Source: an optimization exercise on an open RTL-to-GDS flow (aim: small area, a short achievable clock period and few clock cycles per item). Production flows keep margins and buffers that such runs may drop.
In this exercise RTL edits were held to simulation tests only and were not proved equivalent to the original.
No activity file was given, so power comes from the tool's default toggle rates.

[flow/run.sh]
#!/bin/bash
# synth_recipe.tcl (not shown) runs the flow's synth.tcl, then flattens the netlist and writes it again
# the make line also repeats each setting of config.mk as NAME=value (left out here)
make -C /OpenROAD-flow-scripts/flow DESIGN_CONFIG=/design/flow/config.mk WORK_HOME=/design/flow/orfs CLKGATE_MAP_FILE= SYNTH_SCRIPT=/design/flow/synth_recipe.tcl finish
[flow/config.mk]
export PLATFORM = sky130hd
export DESIGN_NAME = arctan
export DESIGN_NICKNAME = arctan
export VERILOG_FILES = /design/flow/design.v
export SDC_FILE = /design/flow/constraint.sdc
export NUM_CORES = 4
export LEC_CHECK = 0
export CAP_MARGIN = 20
export CORE_MARGIN = 2
export CORE_UTILIZATION = 40
export SLEW_MARGIN = 20
[flow/constraint.sdc]
create_clock -name core_clock -period 5.0 [get_ports {s00_axis_aclk}]
set_input_delay 1.0000 -clock core_clock [delete_from_list [all_inputs] [get_ports {s00_axis_aclk}]]
set_output_delay 1.0000 -clock core_clock [all_outputs]
set_load 0.01 [all_outputs]
[flow/design.v]
module arctan #
	(
		parameter integer C_S00_AXIS_TDATA_WIDTH	= 32,
		parameter integer C_M00_AXIS_TDATA_WIDTH	= 32,
    parameter integer ITERATIONS = 16
	)
	(
		input wire  s00_axis_aclk, s00_axis_aresetn,
		input wire  s00_axis_tlast, s00_axis_tvalid,
		input wire [C_S00_AXIS_TDATA_WIDTH-1 : 0] s00_axis_tdata,
		input wire [(C_S00_AXIS_TDATA_WIDTH/8)-1: 0] s00_axis_tstrb,
		output logic  s00_axis_tready,
		input wire  m00_axis_aclk, m00_axis_aresetn,
		input wire  m00_axis_tready,
		output logic  m00_axis_tvalid, m00_axis_tlast,
		output logic [C_M00_AXIS_TDATA_WIDTH-1 : 0] m00_axis_tdata,
		output logic [(C_M00_AXIS_TDATA_WIDTH/8)-1: 0] m00_axis_tstrb
	);
  parameter int PI_15 = 102943;
  logic m00_axis_tvalid_reg, m00_axis_tlast_reg;
  logic [C_M00_AXIS_TDATA_WIDTH-1 : 0] m00_axis_tdata_reg;
  logic [(C_M00_AXIS_TDATA_WIDTH/8)-1: 0] m00_axis_tstrb_reg;
  logic signed [(C_S00_AXIS_TDATA_WIDTH/2)-1:0] x_pipe [ITERATIONS-1:0];
  logic signed [(C_S00_AXIS_TDATA_WIDTH/2)-1:0] y_pipe [ITERATIONS-1:0];
  logic signed [(C_S00_AXIS_TDATA_WIDTH)-1:0] phase [ITERATIONS-1:0];
  logic [ITERATIONS-1:0] valid_pipe, tlast_pipe;
  logic [(C_S00_AXIS_TDATA_WIDTH/8)-1:0] strobe_pipe [ITERATIONS-1:0];
  assign s00_axis_tready = m00_axis_tready || ~valid_pipe[ITERATIONS-1];
  assign m00_axis_tvalid = valid_pipe[ITERATIONS-1];
  assign m00_axis_tlast = tlast_pipe[ITERATIONS-1];
  assign m00_axis_tstrb = strobe_pipe[ITERATIONS-1];
  logic signed [(C_S00_AXIS_TDATA_WIDTH/2)-1:0] atan_lut [ITERATIONS-1:0];
  always_comb begin
        atan_lut[0] = 16'h6487;   
        atan_lut[1] = 16'h3B58;   
        atan_lut[2] = 16'h1F5B;   
        atan_lut[3] = 16'h0FEA;   
        atan_lut[4] = 16'h07FD;   
        atan_lut[5] = 16'h03FF;   
        atan_lut[6] = 16'h01FF;   
        atan_lut[7] = 16'h00FF;   
        atan_lut[8] = 16'h007F;   
        atan_lut[9] = 16'h003F;   
        atan_lut[10] = 16'h001F;   
        atan_lut[11] = 16'h000F;   
        atan_lut[12] = 16'h0007;   
        atan_lut[13] = 16'h0003;   
        atan_lut[14] = 16'h0001;   
        atan_lut[15] = 16'h0000;   
  end
  wire signed [(C_S00_AXIS_TDATA_WIDTH/2)-1:0] x_in = s00_axis_tdata[(C_S00_AXIS_TDATA_WIDTH/2)-1: 0];
  wire signed [(C_S00_AXIS_TDATA_WIDTH/2)-1:0] y_in = s00_axis_tdata[C_S00_AXIS_TDATA_WIDTH-1:(C_S00_AXIS_TDATA_WIDTH/2)];
  assign m00_axis_tdata = phase[ITERATIONS-1];
  always_ff @(posedge s00_axis_aclk)begin
    if (s00_axis_aresetn==0)begin
      for (int i = 0; i < ITERATIONS; i++) begin
                x_pipe[i] <= '0;
                y_pipe[i] <= '0;
                phase[i] <= '0;
                valid_pipe[i] <= 1'b0;
                strobe_pipe[i] <= '0;
                tlast_pipe[i] <= 1'b0;
      end
    end else begin
      if (s00_axis_tready)begin
        if (s00_axis_tvalid) begin
            if ((x_in < 0 ) && (y_in< 0)) begin
              x_pipe[0] <= -x_in;
              y_pipe[0] <= -y_in;
              phase[0] <= -PI_15;
            end else if ((x_in < 0 ) && (y_in >= 0)) begin
              x_pipe[0] <= -x_in;
              y_pipe[0] <= -y_in;
              phase[0] <= PI_15;
            end else begin
              x_pipe[0] <= x_in;
              y_pipe[0] <= y_in;
              phase[0] <= '0;
            end
            valid_pipe[0] <= 1'b1;
            tlast_pipe[0] <= s00_axis_tlast;
            strobe_pipe[0] <= s00_axis_tstrb;
        end else begin
            valid_pipe[0] <= 1'b0;
            tlast_pipe[0] <= 1'b0;
            strobe_pipe[0] <= '0;
        end
        for (int i = 1; i < ITERATIONS; i++) begin
            if (valid_pipe[i-1]) begin
              if (y_pipe[i-1] >= 0) begin
                x_pipe[i] <= x_pipe[i-1] + (y_pipe[i-1] >>> i-1);
                y_pipe[i] <= y_pipe[i-1] - (x_pipe[i-1] >>> i-1);
                phase[i] <= phase[i-1] + atan_lut[i-1];
              end else begin
                x_pipe[i] <= x_pipe[i-1] - (y_pipe[i-1] >>> i-1);
                y_pipe[i] <= y_pipe[i-1] + (x_pipe[i-1] >>> i-1);
                phase[i] <= phase[i-1] - atan_lut[i-1];
              end
              valid_pipe[i] <= valid_pipe[i-1];
              strobe_pipe[i] <= strobe_pipe[i-1];
              tlast_pipe[i] <= tlast_pipe[i-1];
            end else begin
              valid_pipe[i] <= 0;
              strobe_pipe[i] <= 0;
              tlast_pipe[i] <= 0;
            end
        end
      end
    end
  end
endmodule
==> run summary <==
## stage by stage
stage	utilization	cells	hold WS, ns	worst slack (ns)
CTS	0.439	13107	0.451	1.02
detailed placement	0.417	12880	0.443	1.02
global placement	0.417	12880	0.439	1.01
floorplan	-	10742	0.429	0.476
finish	0.439	13108	0.451	1.03
global route	0.439	13108	0.460	0.583
## cell usage in the layout, fill, tap and decap left out, types with 36 or more instances in the layout
cell type / count
sky130_fd_sc_hd__a21o_1: 200
sky130_fd_sc_hd__xor2_1: 309
sky130_fd_sc_hd__a41oi_1: 42
sky130_fd_sc_hd__nand2_1: 1660
sky130_fd_sc_hd__mux2i_1: 100
sky130_fd_sc_hd__clkdlybuf4s50_1: 78
sky130_fd_sc_hd__o21bai_1: 41
sky130_fd_sc_hd__inv_1: 331
sky130_fd_sc_hd__dfxtp_1: 1000
sky130_fd_sc_hd__and2_1: 55
sky130_fd_sc_hd__o41ai_1: 41
sky130_fd_sc_hd__nor2_1: 765
sky130_fd_sc_hd__a211oi_1: 205
sky130_fd_sc_hd__or2_2: 36
sky130_fd_sc_hd__ha_1: 633
sky130_fd_sc_hd__and3_1: 98
sky130_fd_sc_hd__a21oi_1: 1129
sky130_fd_sc_hd__nand2b_1: 84
sky130_fd_sc_hd__conb_1: 54
sky130_fd_sc_hd__clkbuf_16: 121
sky130_fd_sc_hd__a31oi_1: 102
sky130_fd_sc_hd__nor4_1: 93
sky130_fd_sc_hd__o211ai_1: 70
sky130_fd_sc_hd__or4_1: 57
sky130_fd_sc_hd__o31ai_1: 106
sky130_fd_sc_hd__o21ai_0: 528
sky130_fd_sc_hd__or3_1: 186
sky130_fd_sc_hd__o21a_1: 60
sky130_fd_sc_hd__nand4_1: 93
sky130_fd_sc_hd__a21boi_0: 42
sky130_fd_sc_hd__nand3_1: 446
sky130_fd_sc_hd__nor3_1: 242
sky130_fd_sc_hd__xnor2_1: 610
sky130_fd_sc_hd__buf_4: 118
sky130_fd_sc_hd__nor2b_1: 95
## kinds of logic after synthesis
logic type | count (synthesis) | synth area share
compound gates | 2872 | 0.226
xor+xnor | 919 | 0.102
fa+ha+maj | 674 | 0.110
buf+inv | 1026 | 0.0496
flops | 1014 | 0.258
mux | 105 | 0.0134
other cells | 1 | 0.0000477
simple gates | 4078 | 0.241
## worst reg2reg max path, cell delays in order, from the launching register on
cell and delay [ns]:
sky130_fd_sc_hd__dfxtp_1 0.45, sky130_fd_sc_hd__inv_1 0.09, sky130_fd_sc_hd__ha_1 0.30, sky130_fd_sc_hd__nand2_1 0.06, sky130_fd_sc_hd__o21ai_0 0.15, sky130_fd_sc_hd__ha_1 0.32, sky130_fd_sc_hd__a21o_1 0.17, sky130_fd_sc_hd__a21o_1 0.19
sky130_fd_sc_hd__a21oi_1 0.20, sky130_fd_sc_hd__o21ai_0 0.21, sky130_fd_sc_hd__a41oi_1 0.33, sky130_fd_sc_hd__a21oi_1 0.16, sky130_fd_sc_hd__and4_1 0.23, sky130_fd_sc_hd__a2111oi_0 0.59, sky130_fd_sc_hd__mux2i_1 0.25, sky130_fd_sc_hd__a31oi_1 0.10
## state kept, by name, indices dropped and copies added (netlist names)
signal	count
valid_pipe	16
strobe_pipe	64
tlast_pipe	16
x_pipe	210
phase	483
y_pipe	225
## path summary, 6_finish.rpt
path / startpoint / to / depth (start not counted)
worst max-delay path: y_pipe[11][11] / x_pipe[12][15] / 15
worst min-delay path: strobe_pipe[6][1] / strobe_pipe[6][1] / 2
worst max register to register: y_pipe[11][11] / x_pipe[12][15] / 15
worst min register to register: strobe_pipe[6][1] / strobe_pipe[6][1] / 2
## power by group through the flow
stage	logic (uW)	clock network (uW)	registers, uW
3_3_place_gp	2600	0	8600
5_1_grt	2950	10000	8440
2_1_floorplan	2060	0	8470
3_5_place_dp	2620	0	8600
6_report	2650	9480	8430
4_1_cts	2640	9680	8420
## synth_stat cells, types with 186 or more instances
| library cell | count |
|---|---|
| sky130_fd_sc_hd__nor2_1 | 765 |
| sky130_fd_sc_hd__nand3_1 | 446 |
| sky130_fd_sc_hd__xnor2_1 | 610 |
| sky130_fd_sc_hd__o21ai_0 | 528 |
| sky130_fd_sc_hd__dfxtp_1 | 1014 |
| sky130_fd_sc_hd__inv_1 | 333 |
| sky130_fd_sc_hd__a21o_1 | 200 |
| sky130_fd_sc_hd__or3_1 | 186 |
| sky130_fd_sc_hd__clkbuf_1 | 559 |
| sky130_fd_sc_hd__a211oi_1 | 205 |
| sky130_fd_sc_hd__xor2_1 | 309 |
| sky130_fd_sc_hd__nand2_1 | 1672 |
| sky130_fd_sc_hd__nor3_1 | 242 |
| sky130_fd_sc_hd__ha_1 | 633 |
| sky130_fd_sc_hd__a21oi_1 | 1129 |
## routing by layer
layer	global-route usage	wire, microns
met5	0	0
met4	0.0937	10100
met3	0.0214	6640
met2	0.395	111000
met1	0.264	99200
## area by class of cell
cell class	instances	area (sq um)
Tap cell	2624	3280
Clock inverter	70	927
Multi-Input combinational cell	8702	54800
Clock buffer	157	3380
Fill cell	20011	109000
Timing Repair Buffer	203	1800
Inverter	337	1270
Antenna cell	1	2.50
Sequential cell	1014	20300
==> run summary <==
# TYPE chip_impl_metric gauge
chip_impl_info{name="synth_area_leaders",value="sky130_fd_sc_hd__dfxtp_1 26%, sky130_fd_sc_hd__ha_1 10%, sky130_fd_sc_hd__nand2_1 8.0%"} 1
chip_impl_metric{name="power_frac_seq",unit=""} 0.410
chip_impl_info{name="slowest_stage",value="sky130_fd_sc_hd__a2111oi_0"} 1
chip_impl_metric{name="die_x",unit="microns"} 448
chip_impl_metric{name="initial_core_util",unit=""} 0.403
chip_impl_metric{name="detail_route.first_pass.iterations",unit=""} 8
chip_impl_metric{name="die_area",unit="sq mm"} 0.200
chip_impl_metric{name="grt_start_max_net_pins",unit=""} 147
chip_impl_metric{name="design.final.nets",unit=""} 11086
chip_impl_metric{name="clock_path_buffers",unit=""} 3
chip_impl_metric{name="vias_per_cell",unit=""} 5.59
chip_impl_info{name="cp-end-kind",value="flop"} 1
chip_impl_metric{name="htreeDepth",unit=""} 3
chip_impl_info{name="postSynth.topFlopCell",value="sky130_fd_sc_hd__dfxtp_1"} 1
chip_impl_metric{name="power.density_cell_area",unit="mW/mm^2"} 240
chip_impl_metric{name="r2r_setup_slack",unit="ns"} 1.03
chip_impl_info{name="grt_setup_unrepaired",value="false"} 1
chip_impl_metric{name="proportion_of_synthesized_chip_area_in_sequential_cells",unit=""} 0.258
chip_impl_metric{name="detailed_place.area",unit="sq mm"} 0.0814
chip_impl_metric{name="post-route-period-util",unit=""} 0.794
chip_impl_metric{name="postSynthAreaPerCell",unit="sq um"} 7.36
chip_impl_metric{name="power_leakage",unit="uW"} 0.0332
chip_impl_metric{name="wire_per_inst",unit="microns"} 17.3
chip_impl_metric{name="cts.repair.resized",unit=""} 0
chip_impl_metric{name="vias",unit=""} 73284
chip_impl_metric{name="synth.ff_latch_count",unit=""} 1014
chip_impl_info{name="synth_area_leader_cell",value="sky130_fd_sc_hd__dfxtp_1"} 1
chip_impl_metric{name="hold_violations",unit=""} 0
chip_impl_metric{name="clkPwrFrac",unit=""} 0.461
chip_impl_info{name="crit_path_start_kind",value="flop"} 1
chip_impl_metric{name="fin_worst_skew",unit="ns"} 0.0399
chip_impl_metric{name="post_synth_instance_area",unit="sq mm"} 0.0787
chip_impl_metric{name="maxCapViolations",unit=""} 0
chip_impl_metric{name="path_buf_inv",unit=""} 1
chip_impl_metric{name="worst_slew_pin_slew",unit="ns"} 0.976
chip_impl_metric{name="cts_setup_buffers",unit=""} 0
chip_impl_metric{name="layout_cells_sized_above_1",unit=""} 0.0467
chip_impl_metric{name="power",unit="uW"} 20500
chip_impl_metric{name="final-setup-viol-count",unit=""} 0
chip_impl_metric{name="max-slew-margin-rel",unit=""} 0.350
chip_impl_metric{name="critPathArrivalTime",unit="ns"} 4.58
chip_impl_metric{name="synth_cell_type_count",unit=""} 111
chip_impl_metric{name="synth_top_area_frac",unit=""} 0.258
chip_impl_metric{name="layout_min_cycle_time",unit="ns"} 3.97
chip_impl_metric{name="yosysWarningCount",unit=""} 6
chip_impl_metric{name="floorplan.die.height",unit="microns"} 448
chip_impl_metric{name="clk-insertion-delay-late",unit="ns"} 0.79
chip_impl_metric{name="place.port_buffers",unit=""} 79
chip_impl_metric{name="intPower",unit="uW"} 14900
chip_impl_info{name="cts_tree",value="built"} 1
chip_impl_info{name="cts_root_buffer",value="sky130_fd_sc_hd__clkbuf_16"} 1
chip_impl_metric{name="critPathMaxStageDelay",unit="ns"} 0.59
chip_impl_metric{name="stdcell_area",unit="sq mm"} 0.0857
chip_impl_metric{name="rows",unit=""} 162
chip_impl_metric{name="setup-tns-final",unit="ns"} 0
chip_impl_metric{name="detail_route.drc_violations",unit=""} 0
chip_impl_metric{name="cts.reportedPaths.clkPinSlew",unit="ns"} 0.06
chip_impl_metric{name="drtAntennaViolNets",unit=""} 0
chip_impl_metric{name="combinationalPowerShare",unit=""} 0.129
chip_impl_metric{name="worst_ir_drop_vdd",unit="uV"} 313
chip_impl_metric{name="timing.critical_path.required",unit="ns"} 5.61
chip_impl_metric{name="gpl.final_weighted_congestion",unit=""} 0.908
chip_impl_metric{name="synth-edff-count",unit=""} 0
chip_impl_metric{name="cts_sinks",unit=""} 1014
chip_impl_metric{name="fmax",unit="GHz"} 0.252
chip_impl_metric{name="synth_async_sr_flop_share",unit=""} 0
chip_impl_metric{name="first_global_vias",unit=""} 69504
chip_impl_metric{name="synthCells",unit=""} 10689
chip_impl_info{name="critical_path.cell_chain",value="inv_1 > ha_1 > nand2_1 > o21ai_0 > ha_1 > a21o_1 > a21o_1 > a21oi_1 > o21ai_0 > a41oi_1 > a21oi_1 > and4_1 > a2111oi_0 > mux2i_1 > a31oi_1"} 1
chip_impl_metric{name="report.final.slew_viol_count",unit=""} 0
chip_impl_metric{name="place_hpwl",unit="microns"} 173000
chip_impl_info{name="result_of_the_run",value="finished clean"} 1
chip_impl_metric{name="path_max_fanout",unit=""} 5
chip_impl_metric{name="groute.usage.overall",unit=""} 0.220
chip_impl_metric{name="floorplan.io_pins",unit=""} 82
chip_impl_metric{name="number_of_antenna_violations_at_the_first_check_in_global_routing",unit=""} 1
chip_impl_metric{name="power.net_switching",unit="uW"} 5650
chip_impl_metric{name="cts_hold_buf",unit=""} 0
chip_impl_info{name="path_class",value="flop to flop"} 1
chip_impl_metric{name="area_growth_syn_to_layout",unit="%"} 8.95
chip_impl_metric{name="floorplan.core_area",unit="sq mm"} 0.195
chip_impl_info{name="class_of_the_worst_hold_path",value="flop to flop"} 1
chip_impl_metric{name="wirelength",unit="microns"} 227000
chip_impl_metric{name="grt_overflow_total",unit=""} 0
chip_impl_metric{name="power.share.switching",unit=""} 0.275
chip_impl_info{name="critPathTopFamily",value="compound AO/OA/AOI/OAI gates"} 1
chip_impl_metric{name="first_pass_grt_wire_length",unit="microns"} 367000
chip_impl_metric{name="drt_iter0_markers",unit=""} 4545
chip_impl_metric{name="tritoncts.num_buffers",unit=""} 120
Testbench counts, summed over its fixed seeds: cycles 16,128, items 16,000.

[afterwards: timing with drivers on the ports]
No port has a modelled driver above. Below, the same layout with a new extraction and two added sets of constraints. Step 1 sets driving cells, clkbuf_16 on the clock port and buf_2 on the other inputs (assumed; they add their load-dependent delay and slew). Step 2 adds t to the input delays and takes it off the output delays; t is the mean of the earliest and latest rising clock arrival at the registers after step 1. Input paths then give back, and output paths get back, about the clock's delay inside the block. Three values: ideal ports, drivers, drivers and shift; two values: the first two.
t (ns): 0.861
slack for setup (ns): 1.029 / 1.029 / 1.015
worst hold slack (ns): 0.451 / 0.451 / 0.451
latest minus earliest clock arrival (ns): 0.063 / 0.063
After both steps this run still meets setup and hold. For this run, drivers alone change the setup slack by 0.000 ns; drivers and shift together by -0.014 ns.
